This design comes from an exercise in tuning for small area and few clock cycles on the open sky130 flow, not from production work.
RTL that was checked went through simulation tests only; none was proved equivalent to the original.
No functional check of the RTL was part of run 2.

==> flow/design.v (outline; a module is shown in full before it is edited, if it fits) <==
// module axi4s_cordic: 822 lines
module axi4s_cordic #(
    parameter MODE = "ROT",       
    parameter integer DW = 12,
    parameter integer PAR = 1,
    parameter integer TDW = ((DW + 7) / 8) * 8
)(
    input  wire clk, resetn,
    input  wire signed [TDW*3*PAR - 1 : 0]  s_axis_tdata,
    input  wire                             s_axis_tlast,
    input  wire                             s_axis_tvalid,
    output wire                             s_axis_tready,
    output logic signed [TDW*3*PAR - 1 : 0] m_axis_tdata,
    output logic                            m_axis_tlast,
    output logic                            m_axis_tvalid,
    input  wire                             m_axis_tready
);
  // ...
==> flow/run.sh <==
#!/bin/bash
# synth_recipe.tcl (not shown) runs the flow's synth.tcl, then flattens the netlist and writes it again
# the make line also repeats each setting of config.mk as NAME=value (left out here)
make -C /OpenROAD-flow-scripts/flow DESIGN_CONFIG=/design/flow/config.mk WORK_HOME=/design/flow/orfs CLKGATE_MAP_FILE= SYNTH_SCRIPT=/design/flow/synth_recipe.tcl finish
==> flow/config.mk <==
export PLATFORM = sky130hd
export DESIGN_NAME = axi4s_cordic
export DESIGN_NICKNAME = axi4s_cordic
export VERILOG_FILES = /design/flow/design.v
export SDC_FILE = /design/flow/constraint.sdc
export NUM_CORES = 4
export LEC_CHECK = 0
export ABC_AREA = 1
export CAP_MARGIN = 20
export CORE_MARGIN = 2
export CORE_UTILIZATION = 40
export CTS_BUF_LIST = sky130_fd_sc_hd__clkbuf_8
export CTS_CLUSTER_DIAMETER = 60
export CTS_CLUSTER_SIZE = 30
export SLEW_MARGIN = 20
==> flow/constraint.sdc <==
create_clock -name core_clock -period 8.0 [get_ports {clk}]
set_input_delay 1.6000 -clock core_clock [delete_from_list [all_inputs] [get_ports {clk}]]
set_output_delay 1.6000 -clock core_clock [all_outputs]
set_load 0.01 [all_outputs]
==> results.py, run 1 <==
metrics = {
    "flow_run": {
        "cap_violations": 0,
    },
    "synthesis": {
        "synth_area_um2": 19400,
        "yosys.area.top_type": "edfxtp_1",
        "ys_seq_elements": 207,
        "synth_area_leaders": "edfxtp_1, fa_1, xor2_1, inv_1, xnor2_1",
        "synth_cells": 1783,
        "yosys.cell_types.count": 51,
    },
    "setup_path": {
        "startpoint": "d_r2",
        "crit_slowest_cell": "fa_1",
        "cpMostUsedCell": "fa_1",
        "start_kind": "flip-flop",
        "cp.arrival_ps": 7980,
        "required_ps": 8310,
    },
    "place": {
        "pre_cts_slack_ps": -132,
        "dp.cells": 2472,
        "port_buffers": 67,
        "place_area_um2": 20900,
    },
    "outcome": {
        "status": "complete, no violations",
    },
    "grt": {
        "antenna_found_initial": 0,
        "grt_pass1_vias": 12431,
        "grtUsageMet3_pct": 1.40,
        "track_usage_pct": 13.8,
    },
    "timing": {
        "fin_ws_ps": 327,
        "tns_ps": 0,
        "finalSetupViolCount": 0,
        "rsz0062_at_grt": "false",
    },
    "route": {
        "ant_nets": 0,
        "drtPass1Iterations": 4,
        "routedWlPerCell_um": 13.2,
    },
    "finish": {
        "buffers_excl_clock": 104,
        "design.seq.count": 207,
    },
    "clocking": {
        "cts.clk_slew.worst_paths_ps": 110,
        "clk_path_buf_depth": 3,
    },
}
Testbench counts, summed over its fixed seeds: cycles 12,048.
==> run 2, diff against run 1 <==
--- a/flow/design.v
+++ b/flow/design.v
@@ -62,21 +62,27 @@
         end
     endfunction
     function automatic [12:0] step3(input [12:0] a, input [12:0] b, input sub);
         logic [12:0] bs;
         logic c, k, sb;
         begin
             bs = b;
             c = sub;
-            for (int j = 0; j < 13; j++) begin
-                bs[j] = ((j + 3 < 13) ? b[j + 3] : b[12]) ^ sub;
+            for (int j = 0; j < 10; j++) begin
+                bs[j] = b[j + 3] ^ sub;
                 step3[j] = a[j] ^ bs[j] ^ c;
                 c = (a[j] & bs[j]) | (c & (a[j] ^ bs[j]));
             end
+            sb = b[12] ^ sub;
+            k = c ^ sb;
+            for (int j = 10; j < 13; j++) begin
+                step3[j] = a[j] ^ k;
+                k = k & (a[j] ^ sb);
+            end
         end
     endfunction
     function automatic [12:0] step4(input [12:0] a, input [12:0] b, input sub);
         logic [12:0] bs;
         logic c, k, sb;
         begin
             bs = b;
             c = sub;
@@ -94,21 +100,27 @@
         end
     endfunction
     function automatic [12:0] step5(input [12:0] a, input [12:0] b, input sub);
         logic [12:0] bs;
         logic c, k, sb;
         begin
             bs = b;
             c = sub;
-            for (int j = 0; j < 13; j++) begin
-                bs[j] = ((j + 5 < 13) ? b[j + 5] : b[12]) ^ sub;
+            for (int j = 0; j < 8; j++) begin
+                bs[j] = b[j + 5] ^ sub;
                 step5[j] = a[j] ^ bs[j] ^ c;
                 c = (a[j] & bs[j]) | (c & (a[j] ^ bs[j]));
             end
+            sb = b[12] ^ sub;
+            k = c ^ sb;
+            for (int j = 8; j < 13; j++) begin
+                step5[j] = a[j] ^ k;
+                k = k & (a[j] ^ sb);
+            end
         end
     endfunction
     function automatic [12:0] step6(input [12:0] a, input [12:0] b, input sub);
         logic [12:0] bs;
         logic c, k, sb;
         begin
             bs = b;
             c = sub;
@@ -126,21 +138,27 @@
         end
     endfunction
     function automatic [12:0] step7(input [12:0] a, input [12:0] b, input sub);
         logic [12:0] bs;
         logic c, k, sb;
         begin
             bs = b;
             c = sub;
-            for (int j = 0; j < 13; j++) begin
-                bs[j] = ((j + 7 < 13) ? b[j + 7] : b[12]) ^ sub;
+            for (int j = 0; j < 6; j++) begin
+                bs[j] = b[j + 7] ^ sub;
                 step7[j] = a[j] ^ bs[j] ^ c;
                 c = (a[j] & bs[j]) | (c & (a[j] ^ bs[j]));
             end
+            sb = b[12] ^ sub;
+            k = c ^ sb;
+            for (int j = 6; j < 13; j++) begin
+                step7[j] = a[j] ^ k;
+                k = k & (a[j] ^ sb);
+            end
         end
     endfunction
     function automatic [12:0] step8(input [12:0] a, input [12:0] b, input sub);
         logic [12:0] bs;
         logic c, k, sb;
         begin
             bs = b;
             c = sub;
@@ -260,35 +278,33 @@
     assign ac4[9] = (ang_s0[8] & kk2[8]) | (ac4[8] & (ang_s0[8] ^ kk2[8]));
     assign as3[9] = ang_s0[9] ^ kk2[9] ^ ac4[9];
     assign ac4[10] = (ang_s0[9] & kk2[9]) | (ac4[9] & (ang_s0[9] ^ kk2[9]));
     assign as3[10] = ang_s0[10] ^ kk2[10] ^ ac4[10];
     assign ac4[11] = (ang_s0[10] & kk2[10]) | (ac4[10] & (ang_s0[10] ^ kk2[10]));
     assign as3[11] = ang_s0[11] ^ kk2[11] ^ ac4[11];
     assign ac4[12] = (ang_s0[11] & kk2[11]) | (ac4[11] & (ang_s0[11] ^ kk2[11]));
     wire signed [11:0] ang5 = as3[11:0];
-    wire dn6 = ang5 > 0;
     logic signed [12:0] x_r0;
     logic signed [12:0] y_r0;
     logic signed [11:0] ang_r0;
-    logic signed [0:0] d_r0;
     always_ff @(posedge clk) begin
         if (en) begin
             x_r0 <= x_1;
             y_r0 <= y_1;
             ang_r0 <= ang5;
-            d_r0 <= dn6;
         end
     end
-    wire signed [12:0] x_2 = step1(x_r0, y_r0, d_r0);
-    wire signed [12:0] y_2 = step1(y_r0, x_r0, ~d_r0);
-    wire d2_c7 = (d_r0 ? (ang_r0 > 14'sd605) : (ang_r0 > -14'sd605));
+    wire d1_c6 = (ang_r0 > 14'sd0);
+    wire signed [12:0] x_2 = step1(x_r0, y_r0, d1_c6);
+    wire signed [12:0] y_2 = step1(y_r0, x_r0, ~d1_c6);
+    wire d2_c7 = (d1_c6 ? (ang_r0 > 14'sd605) : (ang_r0 > -14'sd605));
     wire signed [12:0] x_3 = step2(x_2, y_2, d2_c7);
     wire signed [12:0] y_3 = step2(y_2, x_2, ~d2_c7);
-    wire [11:0] kk8 = (d_r0 ? (d2_c7 ? 12'd3172 : 12'd3810) : (d2_c7 ? 12'd286 : 12'd924));
+    wire [11:0] kk8 = (d1_c6 ? (d2_c7 ? 12'd3172 : 12'd3810) : (d2_c7 ? 12'd286 : 12'd924));
     wire [11:0] as9;
     wire [12:0] ac10;
     assign ac10[0] = 1'b0;
     assign as9[0] = ang_r0[0] ^ kk8[0] ^ ac10[0];
     assign ac10[1] = (ang_r0[0] & kk8[0]) | (ac10[0] & (ang_r0[0] ^ kk8[0]));
     assign as9[1] = ang_r0[1] ^ kk8[1] ^ ac10[1];
     assign ac10[2] = (ang_r0[1] & kk8[1]) | (ac10[1] & (ang_r0[1] ^ kk8[1]));
     assign as9[2] = ang_r0[2] ^ kk8[2] ^ ac10[2];
@@ -307,35 +323,33 @@
     assign ac10[9] = (ang_r0[8] & kk8[8]) | (ac10[8] & (ang_r0[8] ^ kk8[8]));
     assign as9[9] = ang_r0[9] ^ kk8[9] ^ ac10[9];
     assign ac10[10] = (ang_r0[9] & kk8[9]) | (ac10[9] & (ang_r0[9] ^ kk8[9]));
     assign as9[10] = ang_r0[10] ^ kk8[10] ^ ac10[10];
     assign ac10[11] = (ang_r0[10] & kk8[10]) | (ac10[10] & (ang_r0[10] ^ kk8[10]));
     assign as9[11] = ang_r0[11] ^ kk8[11] ^ ac10[11];
     assign ac10[12] = (ang_r0[11] & kk8[11]) | (ac10[11] & (ang_r0[11] ^ kk8[11]));
     wire signed [9:0] ang11 = as9[9:0];
-    wire dn12 = ang11 > 0;
     logic signed [12:0] x_r1;
     logic signed [12:0] y_r1;
     logic signed [9:0] ang_r1;
-    logic signed [0:0] d_r1;
     always_ff @(posedge clk) begin
         if (en) begin
             x_r1 <= x_3;
             y_r1 <= y_3;
             ang_r1 <= ang11;
-            d_r1 <= dn12;
         end
     end
-    wire signed [12:0] x_4 = step3(x_r1, y_r1, d_r1);
-    wire signed [12:0] y_4 = step3(y_r1, x_r1, ~d_r1);
-    wire d4_c13 = (d_r1 ? (ang_r1 > 14'sd162) : (ang_r1 > -14'sd162));
+    wire d3_c12 = (ang_r1 > 14'sd0);
+    wire signed [12:0] x_4 = step3(x_r1, y_r1, d3_c12);
+    wire signed [12:0] y_4 = step3(y_r1, x_r1, ~d3_c12);
+    wire d4_c13 = (d3_c12 ? (ang_r1 > 14'sd162) : (ang_r1 > -14'sd162));
     wire signed [12:0] x_5 = step4(x_4, y_4, d4_c13);
     wire signed [12:0] y_5 = step4(y_4, x_4, ~d4_c13);
-    wire [9:0] kk14 = (d_r1 ? (d4_c13 ? 10'd781 : 10'd943) : (d4_c13 ? 10'd81 : 10'd243));
+    wire [9:0] kk14 = (d3_c12 ? (d4_c13 ? 10'd781 : 10'd943) : (d4_c13 ? 10'd81 : 10'd243));
     wire [9:0] as15;
     wire [10:0] ac16;
     assign ac16[0] = 1'b0;
     assign as15[0] = ang_r1[0] ^ kk14[0] ^ ac16[0];
     assign ac16[1] = (ang_r1[0] & kk14[0]) | (ac16[0] & (ang_r1[0] ^ kk14[0]));
     assign as15[1] = ang_r1[1] ^ kk14[1] ^ ac16[1];
     assign ac16[2] = (ang_r1[1] & kk14[1]) | (ac16[1] & (ang_r1[1] ^ kk14[1]));
     assign as15[2] = ang_r1[2] ^ kk14[2] ^ ac16[2];
@@ -350,35 +364,33 @@
     assign ac16[7] = (ang_r1[6] & kk14[6]) | (ac16[6] & (ang_r1[6] ^ kk14[6]));
     assign as15[7] = ang_r1[7] ^ kk14[7] ^ ac16[7];
     assign ac16[8] = (ang_r1[7] & kk14[7]) | (ac16[7] & (ang_r1[7] ^ kk14[7]));
     assign as15[8] = ang_r1[8] ^ kk14[8] ^ ac16[8];
     assign ac16[9] = (ang_r1[8] & kk14[8]) | (ac16[8] & (ang_r1[8] ^ kk14[8]));
     assign as15[9] = ang_r1[9] ^ kk14[9] ^ ac16[9];
     assign ac16[10] = (ang_r1[9] & kk14[9]) | (ac16[9] & (ang_r1[9] ^ kk14[9]));
     wire signed [7:0] ang17 = as15[7:0];
-    wire dn18 = ang17 > 0;
     logic signed [12:0] x_r2;
     logic signed [12:0] y_r2;
     logic signed [7:0] ang_r2;
-    logic signed [0:0] d_r2;
     always_ff @(posedge clk) begin
         if (en) begin
             x_r2 <= x_5;
             y_r2 <= y_5;
             ang_r2 <= ang17;
-            d_r2 <= dn18;
         end
     end
-    wire signed [12:0] x_6 = step5(x_r2, y_r2, d_r2);
-    wire signed [12:0] y_6 = step5(y_r2, x_r2, ~d_r2);
-    wire d6_c19 = (d_r2 ? (ang_r2 > 14'sd41) : (ang_r2 > -14'sd41));
+    wire d5_c18 = (ang_r2 > 14'sd0);
+    wire signed [12:0] x_6 = step5(x_r2, y_r2, d5_c18);
+    wire signed [12:0] y_6 = step5(y_r2, x_r2, ~d5_c18);
+    wire d6_c19 = (d5_c18 ? (ang_r2 > 14'sd41) : (ang_r2 > -14'sd41));
     wire signed [12:0] x_7 = step6(x_6, y_6, d6_c19);
     wire signed [12:0] y_7 = step6(y_6, x_6, ~d6_c19);
-    wire [7:0] kk20 = (d_r2 ? (d6_c19 ? 8'd195 : 8'd235) : (d6_c19 ? 8'd21 : 8'd61));
+    wire [7:0] kk20 = (d5_c18 ? (d6_c19 ? 8'd195 : 8'd235) : (d6_c19 ? 8'd21 : 8'd61));
     wire [7:0] as21;
     wire [8:0] ac22;
     assign ac22[0] = 1'b0;
     assign as21[0] = ang_r2[0] ^ kk20[0] ^ ac22[0];
     assign ac22[1] = (ang_r2[0] & kk20[0]) | (ac22[0] & (ang_r2[0] ^ kk20[0]));
     assign as21[1] = ang_r2[1] ^ kk20[1] ^ ac22[1];
     assign ac22[2] = (ang_r2[1] & kk20[1]) | (ac22[1] & (ang_r2[1] ^ kk20[1]));
     assign as21[2] = ang_r2[2] ^ kk20[2] ^ ac22[2];
@@ -389,70 +401,66 @@
     assign ac22[5] = (ang_r2[4] & kk20[4]) | (ac22[4] & (ang_r2[4] ^ kk20[4]));
     assign as21[5] = ang_r2[5] ^ kk20[5] ^ ac22[5];
     assign ac22[6] = (ang_r2[5] & kk20[5]) | (ac22[5] & (ang_r2[5] ^ kk20[5]));
     assign as21[6] = ang_r2[6] ^ kk20[6] ^ ac22[6];
     assign ac22[7] = (ang_r2[6] & kk20[6]) | (ac22[6] & (ang_r2[6] ^ kk20[6]));
     assign as21[7] = ang_r2[7] ^ kk20[7] ^ ac22[7];
     assign ac22[8] = (ang_r2[7] & kk20[7]) | (ac22[7] & (ang_r2[7] ^ kk20[7]));
     wire signed [5:0] ang23 = as21[5:0];
-    wire dn24 = ang23 > 0;
     logic signed [12:0] x_r3;
     logic signed [12:0] y_r3;
     logic signed [5:0] ang_r3;
-    logic signed [0:0] d_r3;
     always_ff @(posedge clk) begin
         if (en) begin
             x_r3 <= x_7;
             y_r3 <= y_7;
             ang_r3 <= ang23;
-            d_r3 <= dn24;
         end
     end
-    wire signed [12:0] x_8 = step7(x_r3, y_r3, d_r3);
-    wire signed [12:0] y_8 = step7(y_r3, x_r3, ~d_r3);
-    wire d8_c25 = (d_r3 ? (ang_r3 > 14'sd10) : (ang_r3 > -14'sd10));
+    wire d7_c24 = (ang_r3 > 14'sd0);
+    wire signed [12:0] x_8 = step7(x_r3, y_r3, d7_c24);
+    wire signed [12:0] y_8 = step7(y_r3, x_r3, ~d7_c24);
+    wire d8_c25 = (d7_c24 ? (ang_r3 > 14'sd10) : (ang_r3 > -14'sd10));
     wire signed [12:0] x_9 = step8(x_8, y_8, d8_c25);
     wire signed [12:0] y_9 = step8(y_8, x_8, ~d8_c25);
-    wire [5:0] kk26 = (d_r3 ? (d8_c25 ? 6'd49 : 6'd59) : (d8_c25 ? 6'd5 : 6'd15));
+    wire [5:0] kk26 = (d7_c24 ? (d8_c25 ? 6'd49 : 6'd59) : (d8_c25 ? 6'd5 : 6'd15));
     wire [5:0] as27;
     wire [6:0] ac28;
     assign ac28[0] = 1'b0;
     assign as27[0] = ang_r3[0] ^ kk26[0] ^ ac28[0];
     assign ac28[1] = (ang_r3[0] & kk26[0]) | (ac28[0] & (ang_r3[0] ^ kk26[0]));
     assign as27[1] = ang_r3[1] ^ kk26[1] ^ ac28[1];
     assign ac28[2] = (ang_r3[1] & kk26[1]) | (ac28[1] & (ang_r3[1] ^ kk26[1]));
     assign as27[2] = ang_r3[2] ^ kk26[2] ^ ac28[2];
     assign ac28[3] = (ang_r3[2] & kk26[2]) | (ac28[2] & (ang_r3[2] ^ kk26[2]));
     assign as27[3] = ang_r3[3] ^ kk26[3] ^ ac28[3];
     assign ac28[4] = (ang_r3[3] & kk26[3]) | (ac28[3] & (ang_r3[3] ^ kk26[3]));
     assign as27[4] = ang_r3[4] ^ kk26[4] ^ ac28[4];
     assign ac28[5] = (ang_r3[4] & kk26[4]) | (ac28[4] & (ang_r3[4] ^ kk26[4]));
     assign as27[5] = ang_r3[5] ^ kk26[5] ^ ac28[5];
     assign ac28[6] = (ang_r3[5] & kk26[5]) | (ac28[5] & (ang_r3[5] ^ kk26[5]));
     wire signed [3:0] ang29 = as27[3:0];
-    wire dn30 = ang29 > 0;
     logic signed [12:0] x_r4;
     logic signed [12:0] y_r4;
     logic signed [3:0] ang_r4;
-    logic signed [0:0] d_r4;
     always_ff @(posedge clk) begin
         if (en) begin
             x_r4 <= x_9;
             y_r4 <= y_9;
             ang_r4 <= ang29;
-            d_r4 <= dn30;
         end
     end
-    wire signed [12:0] x_10 = step9(x_r4, y_r4, d_r4);
-    wire signed [12:0] y_10 = step9(y_r4, x_r4, ~d_r4);
-    wire d10_c31 = (d_r4 ? (ang_r4 > 14'sd3) : (ang_r4 > -14'sd3));
+    wire d9_c30 = (ang_r4 > 14'sd0);
+    wire signed [12:0] x_10 = step9(x_r4, y_r4, d9_c30);
+    wire signed [12:0] y_10 = step9(y_r4, x_r4, ~d9_c30);
+    wire d10_c31 = (d9_c30 ? (ang_r4 > 14'sd3) : (ang_r4 > -14'sd3));
     wire signed [12:0] x_11 = step10(x_10, y_10, d10_c31);
     wire signed [12:0] y_11 = step10(y_10, x_10, ~d10_c31);
-    wire d11_c32 = (d_r4 ? (d10_c31 ? (ang_r4 > 14'sd4) : (ang_r4 > 14'sd2)) : (d10_c31 ? (ang_r4 > -14'sd2) : (ang_r4 > -14'sd4)));
+    wire d11_c32 = (d9_c30 ? (d10_c31 ? (ang_r4 > 14'sd4) : (ang_r4 > 14'sd2)) : (d10_c31 ? (ang_r4 > -14'sd2) : (ang_r4 > -14'sd4)));
     wire signed [12:0] x_12 = step11(x_11, y_11, d11_c32);
     wire signed [12:0] y_12 = step11(y_11, x_11, ~d11_c32);
     logic signed [12:0] x_r5;
     logic signed [12:0] y_r5;
     always_ff @(posedge clk) begin
         if (en) begin
             x_r5 <= x_12;
             y_r5 <= y_12;
==> flow/config.mk (replaced) <==
export PLATFORM = sky130hd
export DESIGN_NAME = axi4s_cordic
export DESIGN_NICKNAME = axi4s_cordic
export VERILOG_FILES = /design/flow/design.v
export SDC_FILE = /design/flow/constraint.sdc
export NUM_CORES = 4
export LEC_CHECK = 0
export ABC_AREA = 1
export CAP_MARGIN = 20
export CORE_MARGIN = 2
export CORE_UTILIZATION = 40
export CTS_CLUSTER_DIAMETER = 80
export CTS_CLUSTER_SIZE = 40
export SLEW_MARGIN = 20
==> run 2 against run 1 <==
Non-clock buffer count is 5 lower; wire length is 3.2% higher; synthesized cell count is 6.7% higher; sequential share of layout area is 0.90 points lower; critical path type unchanged; largest cell class unchanged; highest routed layer unchanged.
==> results.py, run 2 <==
metrics = {
    "outcome": {
        "status": "complete, no violations",
    },
    "hold_path": {
        "hp-class": "reg -> reg",
        "min_from": "l[2]",
    },
    "timing": {
        "clock.fmax_mhz": 130,
        "period_share_pct": 96.5,
        "hold_violations": 0,
        "tns_ps": 0,
        "maxSlewHeadroom_pct": 36.5,
        "finalSetupViolCount": 0,
        "fin_crit_ps": 7720,
        "clock_skew_ps": 28.8,
        "slew_viol_final": 0,
        "worst_slew_pin_slew_ps": 953,
    },
    "clocking": {
        "clk_path_buf_depth": 3,
        "cts.clk_slew.worst_paths_ps": 80,
        "cts_tree": "done",
        "cts_root_buffer": "clkbuf_16",
        "htreeDepth": 1,
        "clock_sinks": 202,
        "cts_made_buffers": 18,
        "insertion_delay_ps": 520,
    },
    "setup_path": {
        "required_ps": 8260,
        "path_class": "reg -> reg",
        "start_kind": "flip-flop",
        "cp_max_fo": 4,
        "cp-end-kind": "flip-flop",
        "startpoint": "y_r2[5]",
        "r2r_start": "y_r2[5]",
        "cp.arrival_ps": 7980,
    },
    "synthesis": {
        "syn_avg_cell_area_um2": 10.3,
        "ys_seq_elements": 202,
        "synth_cells": 1903,
        "synth-edff-count": 196,
        "synth_area_leaders": "edfxtp_1, fa_1, xor2_1, inv_1, xnor2_1",
        "ys_seq_area_share_pct": 30.7,
        "yosys.cell_types.count": 55,
        "yosys-top-cells-count": "inv_1, xor2_1, fa_1",
        "yosys_warnings": 1,
        "synthFlopType": "edfxtp_1",
        "synth_area_um2": 19600,
        "synth_most_common_cell": "inv_1",
        "yosys.area.top_type": "edfxtp_1",
        "synthArstFlopShare_pct": 0,
        "yosysTopAreaCellShare_pct": 30.1,
    },
    "grt": {
        "grt_pass1_vias": 12896,
        "grt_start_max_net_pins": 129,
        "overflow": 0,
        "grt_pass1_wl_mm": 58.8,
        "track_usage_pct": 14.2,
        "antenna_found_initial": 0,
    },
    "finish": {
        "multiInputGateArea_um2": 12000,
        "synthToLayoutAreaGrowth_pct": 10.8,
        "final_cell_mix": "inv_1, xor2_1, fa_1",
        "regArea_um2": 6010,
        "layout_commonest_cell": "inv_1",
        "nNetsFinal": 2344,
        "antenna_cells": 0,
        "drive_above_1_share_pct": 7.86,
        "nFillCells": 4576,
        "final_cells": 2633,
    },
    "route": {
        "drt_wl_total_mm": 34.2,
        "ant_nets": 0,
        "drtIter0Drc": 423,
        "vias_per_cell": 4.55,
        "routedWlPerCell_um": 13.0,
        "routed-via-count": 11990,
        "drtPass1Iterations": 4,
        "drc": 0,
    },
    "floorplanning": {
        "dieHeight_um": 225,
        "core_um2": 48600,
        "initial_core_util_pct": 40.2,
        "ios": 104,
        "num_rows": 81,
        "dieArea_um2": 50700,
        "die_width_um": 225,
    },
    "place": {
        "place_congestion": 0.835,
        "port_buffers": 67,
        "dp_hpwl_mm": 29.1,
        "dp.cells": 2591,
    },
    "flow_run": {
        "cap_violations": 0,
    },
}
## run 2: cell types whose count changed after synthesis, moves of 7 or more
cell | before | now
nand2_2 | 18 | 28
inv_1 | 332 | 360
nand2_1 | 177 | 227
fa_1 | 268 | 244
o21ai_0 | 41 | 53
nand4_1 | 13 | 22
nand2_4 | 9 | 2
xor2_1 | 246 | 272
nand3_1 | 75 | 91
## run 2: path summary, 6_finish.rpt
| kind | to | slack, ps | cells past startpoint |
|---|---|---|---|
| setup / recovery | y_r3[12] | 280 | 23 |
| hold / removal | l[3] | 410 | 0 |
| setup reg to reg | y_r3[12] | 280 | 23 |
| hold reg to reg | l[3] | 410 | 0 |
## run 2: critical path, stage by stage, from the launching register on
cell and delay (ps):
edfxtp_1 350, inv_1 80, or2_2 300, o21ai_0 80, inv_1 80, fa_1 390, fa_1 400, fa_1 430
fa_1 420, fa_1 420, fa_1 420, fa_2 610, xnor2_1 110, fa_1 420, fa_1 410, fa_1 390
fa_1 460, fa_1 410, fa_1 450, xor2_2 230, nand4_1 200, a21oi_2 180, nand2_1 90, xor2_1 140
## run 2: layer usage
layer / vias to the layer above / track usage (%) / wire length, um / part of all wire (%)
met4: 0 / 4.51 / 1040 / 3.0
met1: 5791 / 13.3 / 11600 / 34
li1: 6034 / - / - / -
met5: - / 0 / 0 / 0
met3: 53 / 1.92 / 797 / 2.3
met2: 112 / 30.6 / 20800 / 61
## run 2: cell type report
| class | count | area share [%] |
|---|---|---|
| Clock buffer | 21 | 2.23 |
| Timing Repair Buffer | 99 | 4.20 |
| Multi-Input combinational cell | 1308 | 55.3 |
| Clock inverter | 11 | 0.525 |
| Tap cell | 622 | 3.59 |
| Inverter | 370 | 6.44 |
| Sequential cell | 202 | 27.7 |
## run 2: per-stage QoR
step	utilization, %	setup WS [ps]	hold WS (ps)	area [um2]
floorplan	-	177	400	19700
finish	44.6	279	415	21700
global route	44.6	-14.5	423	21700
detailed placement	43.1	5.54	405	21000
CTS	44.4	163	415	21600
global placement	43.1	-17.7	401	21000
## run 2: repair_timing
| item | 4_1_cts | 5_1_grt |
|---|---|---|
| resized for setup | 0 | 5 |
| hold buffers | 0 | 0 |
| endpoints found under the setup margin | 0 | 5 |
| hold endpoints to repair | 0 | 0 |
| setup buffers | 0 | 10 |
## run 2: logic make-up (layout without fill, tap and decap cells)
kind of cell	count (synthesis)	in the layout	share of synthesized area, %
AND/OR/NAND/NOR	514	514	12.5
other	1	24	0.0192
buffers and inverters	416	501	8.59
flip-flops	202	202	30.7
XOR/XNOR	377	377	17.0
multiplexers	1	1	0.0575
AO/OA/AOI/OAI	100	100	3.06
adder cells (fa/ha/maj)	292	292	28.0

-- afterwards: timing with drivers on the ports --
How much do the figures lean on ideal ports? The routed layouts below were timed once more, with nothing changed but the port constraints. Step 1 sets driving cells, clkbuf_16 on the clock port and buf_2 on the other inputs (assumed; they add their load-dependent delay and slew). Step 2 moves the port delays by t, midway between the first and last clock arrival at a register: inputs arrive t later, outputs are due t later. That takes back most of the time a late clock gives input paths. Slacks: ideal ports / drivers / drivers and shift; pairs: ideal ports / drivers.
run	shift t [ns]	setup WS [ns]	worst data-port slew with drivers (ns)	pins driven straight from the clock port
run 1	0.633	0.327 / 0.298 / -0.095	0.03	1
run 2	0.562	0.279 / 0.279 / 0.082	0.04	1
Met with ideal ports but missed after step 2: setup timing in run 1. For run 1, which loses most, drivers alone change the setup slack by -0.029 ns; drivers and shift together by -0.422 ns.
